What follows belongs to an exercise in optimizing a design on an open flow for small area; a production flow would make more cautious choices.
In this exercise RTL edits were held to simulation tests only and were not proved equivalent to the original.
No driver is modelled on the clock port, so clocking that relies on it looks cheaper here than on a real chip.
Power figures rest on the tool's default switching activity, not on a simulated workload.

Setup of fjord:
## top
module top(
    input        clk,
    input        rst_n,
    input  [3:0] key_col,
    output [3:0] key_row,
    output [5:0] seg_sel,
    output [7:0] segment
);
export LEC_CHECK = 0
export ABC_AREA = 0
export CAP_MARGIN = 20
export CORE_MARGIN = 2
export CORE_UTILIZATION = 40
export GPL_TIMING_DRIVEN = 0
export SLEW_MARGIN = 20
create_clock -name core_clock -period 10.0 [get_ports {clk}]
standard.sh (not shown) runs the stock make flow with config.mk's settings and CLKGATE_MAP_FILE= SYNTH_SCRIPT=/design/flow/synth_recipe.tcl, a recipe that flattens the netlist after the stock synthesis.
==> flow/flow/run.sh <==
#!/bin/bash
# Own layout flow: the standard flow (standard.sh: the unchanged standard
# synthesis, floorplan, power grid, tap cells, placement, CTS, routing) with
# settings ORFS reads from its environment:
#  - every port gets the smallest buffer (buf_1) instead of the default one;
#  - after floorplan, combinational cells that synthesis sized up go back to
#    their smallest drive (flow/downsize.tcl); later repair steps size up
#    again where slew, capacitance or timing need it;
#  - clock tree synthesis with clkbuf_4 and no dummy loads, and clock
#    buffers that drive 11 or more flip-flops made clkbuf_8 (flow/clkfix.tcl).
# The make output (all tools) goes to standard_make.log here; ORFS also keeps
# each step's log under orfs/logs.
set -euo pipefail
bash standard.sh \
  "BUFFER_PORTS_ARGS=-buffer_cell sky130_fd_sc_hd__buf_1" \
  "CTS_ARGS=-sink_clustering_enable -repair_clock_nets -dont_use_dummy_load -buf_list sky130_fd_sc_hd__clkbuf_4" \
  "POST_FLOORPLAN_TCL=$PWD/flow/downsize.tcl" \
  "POST_CTS_TCL=$PWD/flow/clkfix.tcl" \
  finish > standard_make.log 2>&1
==> flow/flow/clkfix.tcl <==
# After CTS: a clock buffer that drives 11 or more flip-flops is made stronger, so
# that every flip-flop clock pin stays well inside the slew limit.
set count 0
foreach inst [get_cells clkbuf_*] {
  set master [get_property [get_lib_cells -of_objects $inst] name]
  if {$master ne "sky130_fd_sc_hd__clkbuf_4"} { continue }
  set net [get_nets -of_objects [get_pins [get_full_name $inst]/X]]
  set loads [llength [get_pins -of_objects $net -filter "direction==input"]]
  if {$loads >= 11} {
    replace_cell [get_full_name $inst] sky130_fd_sc_hd__clkbuf_8
    incr count
  }
}
puts "clkfix: upsized $count clock buffers"
if {$count > 0} {
  detailed_placement
  check_placement -verbose
}
Other scripts of this flow, unchanged in this note and not shown: flow/flow/downsize.tcl
fjord went all the way through the flow, and no timing, DRC or antenna check failed.
The inputs of maple differ from those of fjord as listed below.
--- a/flow/config.mk
+++ b/flow/config.mk
@@ -7,7 +7,6 @@
 export LEC_CHECK = 0
 export ABC_AREA = 0
-export CAP_MARGIN = 20
+export CAP_MARGIN = 0
 export CORE_MARGIN = 2
-export CORE_UTILIZATION = 40
-export GPL_TIMING_DRIVEN = 0
-export SLEW_MARGIN = 20
+export CORE_UTILIZATION = 60
+export SLEW_MARGIN = 0
## What came out
maple finished every stage and its layout cleared the timing, design-rule and antenna checks. maple vs fjord — pin count of the biggest net entering global routing rose about 90%. Achievable clock frequency: maple vs fjord up 9.4%. Compared with fjord, maple shows cell area that has gone down by a few percent. Final setup slack of the worst path: maple vs fjord up 0.36 ns. maple: relative contribution of the clock network to total power is 0.4 points higher than what fjord reported. Logic depth of the worst path, buffers included was higher in maple than in fjord. The count of non-filler cells in the finished layout number comes out lower for maple vs fjord. Re cell count of the worst hold path: no difference whatsoever between maple and fjord. Diff maple..fjord | count of clock-buffer cells in the layout | negligible. On layout cell share with drive strength beyond 1, the higher figure sits with maple, not fjord. Delta(first-iteration DRC count, maple - fjord) < 0.
What violet does differently from maple at the input level:
--- a/flow/config.mk
+++ b/flow/config.mk
@@ -7,6 +7,6 @@
 export LEC_CHECK = 0
 export ABC_AREA = 0
-export CAP_MARGIN = 0
+export CAP_MARGIN = 20
 export CORE_MARGIN = 2
-export CORE_UTILIZATION = 60
-export SLEW_MARGIN = 0
+export CORE_UTILIZATION = 40
+export SLEW_MARGIN = 20
--- outcome ---
Against maple, violet comes in 29 higher on total vias in the final route. Synthesis-to-layout area growth was higher in the run labelled violet. Between maple and violet, the flow reports final total power increasing slightly.
Inputs modified between violet and garnet:
==> flow/flow/run.sh <==
#!/bin/bash
# Own layout flow: the standard flow (standard.sh, unchanged synthesis,
# floorplan, power grid and tap cells) with two knobs that ORFS reads from
# its environment: the port buffers are the smallest buffer, and clock tree
# synthesis uses small clock buffers and no dummy loads.
set -euo pipefail
bash standard.sh \
  "BUFFER_PORTS_ARGS=-buffer_cell sky130_fd_sc_hd__buf_1" \
  "CTS_ARGS=-sink_clustering_enable -repair_clock_nets -dont_use_dummy_load -buf_list sky130_fd_sc_hd__clkbuf_4" \
  "POST_FLOORPLAN_TCL=$PWD/flow/downsize.tcl" \
  "POST_CTS_TCL=$PWD/flow/clkfix.tcl" \
  finish > standard_make.log 2>&1
--- a/flow/flow/clkfix.tcl
+++ b/flow/flow/clkfix.tcl
@@ -1,3 +1,3 @@
-# After CTS: a clock buffer that drives 11 or more flip-flops is made stronger, so
+# After CTS: a clock buffer that drives many flip-flops is made stronger, so
 # that every flip-flop clock pin stays well inside the slew limit.
 set count 0
--- a/flow/config.mk
+++ b/flow/config.mk
@@ -6,5 +6,5 @@
 export NUM_CORES = 4
 export LEC_CHECK = 0
-export ABC_AREA = 0
+export ABC_AREA = 1
 export CAP_MARGIN = 20
 export CORE_MARGIN = 2
==> comparison <==
The lower wire length on met1 of garnet and violet is in violet.
Diff violet -> garnet | worst hold slack | increase of 0.027 ns
Looking only at number of stages on the worst setup path, and setting everything else aside, the lower value of garnet and violet goes to violet.
On combinational share of power: between garnet and violet, it ends up higher for garnet.
Number of global-route vias before repair, garnet and violet, higher one = garnet.
Time the final worst path needs with I/O delays and setup in garnet is 0.0051 ns lower than in violet
Comparing clock group share of total power for garnet and violet, the smaller number came from garnet.
Length of routed met3 wiring, garnet and violet: higher on garnet
Run comparison: violet most common library cell in the layout ignoring fill and taps sky130_fd_sc_hd__dfrtp_1; garnet most common library cell in the layout ignoring fill and taps sky130_fd_sc_hd__nand2_1
violet -> garnet: non-clock buffer total of the final layout flat
In garnet the power turned out about 0.34% lower than in violet.

* * *

== main ==
Another version of the RTL of top (not shown whole).
Size: about 430 cells after synthesis, ~24 I/O pins.
// top
module top(
    input        clk,
    input        rst_n,
    input  [3:0] key_col,
    output [3:0] key_row,
    output [5:0] seg_sel,
    output [7:0] segment
);
    wire [3:0] key_out;
    wire       key_vld;
    wire [2:0] dsel;
    wire       first;       
    wire [4:0] dchar;
    key_scan u_key_scan(.clk(clk), .rst_n(rst_n), .first(first), .key_col(key_col),
                        .key_row(key_row), .key_out(key_out), .key_vld(key_vld));
    control u_ctrl(.clk(clk), .rst_n(rst_n), .key_num(key_out), .key_vld(key_vld),
                   .dsel(dsel), .first(first), .dchar(dchar));
    seg_display u_segment(.clk(clk), .rst_n(rst_n), .dchar(dchar), .dsel(dsel), .first(first),
                          .segment(segment), .seg_sel(seg_sel));
endmodule
==> flow/config.mk <==
export PLATFORM = sky130hd
export DESIGN_NAME = top
export DESIGN_NICKNAME = top
export VERILOG_FILES = /design/flow/design.v
export SDC_FILE = /design/flow/constraint.sdc
export NUM_CORES = 4
export LEC_CHECK = 0
export ABC_AREA = 1
export CAP_MARGIN = 20
export CORE_MARGIN = 2
export CORE_UTILIZATION = 40
export SLEW_MARGIN = 20
==> flow/constraint.sdc <==
create_clock -name core_clock -period 10.0 [get_ports {clk}]
set_input_delay 2.0000 -clock core_clock [delete_from_list [all_inputs] [get_ports {clk}]]
set_output_delay 2.0000 -clock core_clock [all_outputs]
set_load 0.01 [all_outputs]
==> flow/flow/run.sh <==
#!/bin/bash
# Own layout flow: the standard flow (standard.sh: the unchanged standard
# synthesis, floorplan, power grid, tap cells, placement, CTS, routing) with
# settings ORFS reads from its environment:
#  - every port gets the smallest buffer (buf_1) instead of the default one;
#  - after floorplan, the combinational logic is re-mapped for area by
#    OpenROAD's restructure (ABC; every register is kept as synthesis made
#    it), and cells sized up go back to their smallest drive
#    (flow/downsize.tcl); later repair steps size up again where slew,
#    capacitance or timing need it;
#  - clock tree synthesis with clkbuf_4 and no dummy loads, and clock
#    buffers that drive 11 or more flip-flops made clkbuf_8 (flow/clkfix.tcl).
# The make output (all tools) goes to standard_make.log here; ORFS also keeps
# each step's log under orfs/logs.
set -euo pipefail
bash standard.sh \
  "BUFFER_PORTS_ARGS=-buffer_cell sky130_fd_sc_hd__buf_1" \
  "CTS_ARGS=-sink_clustering_enable -repair_clock_nets -dont_use_dummy_load -buf_list sky130_fd_sc_hd__clkbuf_4" \
  "POST_FLOORPLAN_TCL=$PWD/flow/downsize.tcl" \
  "POST_CTS_TCL=$PWD/flow/clkfix.tcl" \
  finish > standard_make.log 2>&1
Other scripts of this flow, unchanged in this note and not shown: flow/flow/clkfix.tcl, flow/flow/downsize.tcl
The inputs of the feature branch differ from those of main as listed below.
- a change of ABC_AREA from 1 to 0
--- a/flow/flow/run.sh
+++ b/flow/flow/run.sh
@@ -5,7 +5,5 @@
 #  - every port gets the smallest buffer (buf_1) instead of the default one;
-#  - after floorplan, the combinational logic is re-mapped for area by
-#    OpenROAD's restructure (ABC; every register is kept as synthesis made
-#    it), and cells sized up go back to their smallest drive
-#    (flow/downsize.tcl); later repair steps size up again where slew,
-#    capacitance or timing need it;
+#  - after floorplan, combinational cells that synthesis sized up go back to
+#    their smallest drive (flow/downsize.tcl); later repair steps size up
+#    again where slew, capacitance or timing need it;
 #  - clock tree synthesis with clkbuf_4 and no dummy loads, and clock
### Flow results
Any difference in routed metal-1 wire length between the feature branch and main is small enough to ignore. The feature branch finished every stage and its layout cleared the timing, design-rule and antenna checks. The area added between synthesis and finish number comes out higher for the feature branch vs main. Share of the cycle needed by the critical path after routing across main and the feature branch: no real change. Sequential power: the feature branch > main.

## separate check: timing with driven ports
In the flow no input, the clock included, has a driving cell. The finished layouts below were timed again as built, in two steps. Step 1 assumes that a clkbuf_16 drives the clock port and a buf_2 every other input. Step 2 adds t to the input delays and takes it off the output delays; t is the mean of the earliest and latest rising clock arrival at the registers after step 1. Input paths then give back, and output paths get back, about the clock's delay inside the block. Three values: no drivers, after step 1, after step 2; two values: the first two.
run	t, ns	slack for setup (ns)	worst setup path after step 2	worst register clock-pin slew, ns	worst slew at a driven data input, ns
fjord	0.435	5.818 / 5.792 / 6.227	register to output	0.11 / 0.11	0.03
maple	0.446	6.177 / 6.177 / 6.177	register to register	0.10 / 0.10	0.03
violet	0.459	6.210 / 6.204 / 6.210	register to register	0.11 / 0.11	0.03
garnet	0.454	6.215 / 6.215 / 6.215	register to register	0.11 / 0.11	0.03
main	0.447	5.975 / 5.944 / 6.391	register to output	0.11 / 0.11	0.03
the feature branch	0.450	5.980 / 5.950 / 6.400	register to output	0.09 / 0.09	0.03
After both steps every run listed still meets setup and hold.
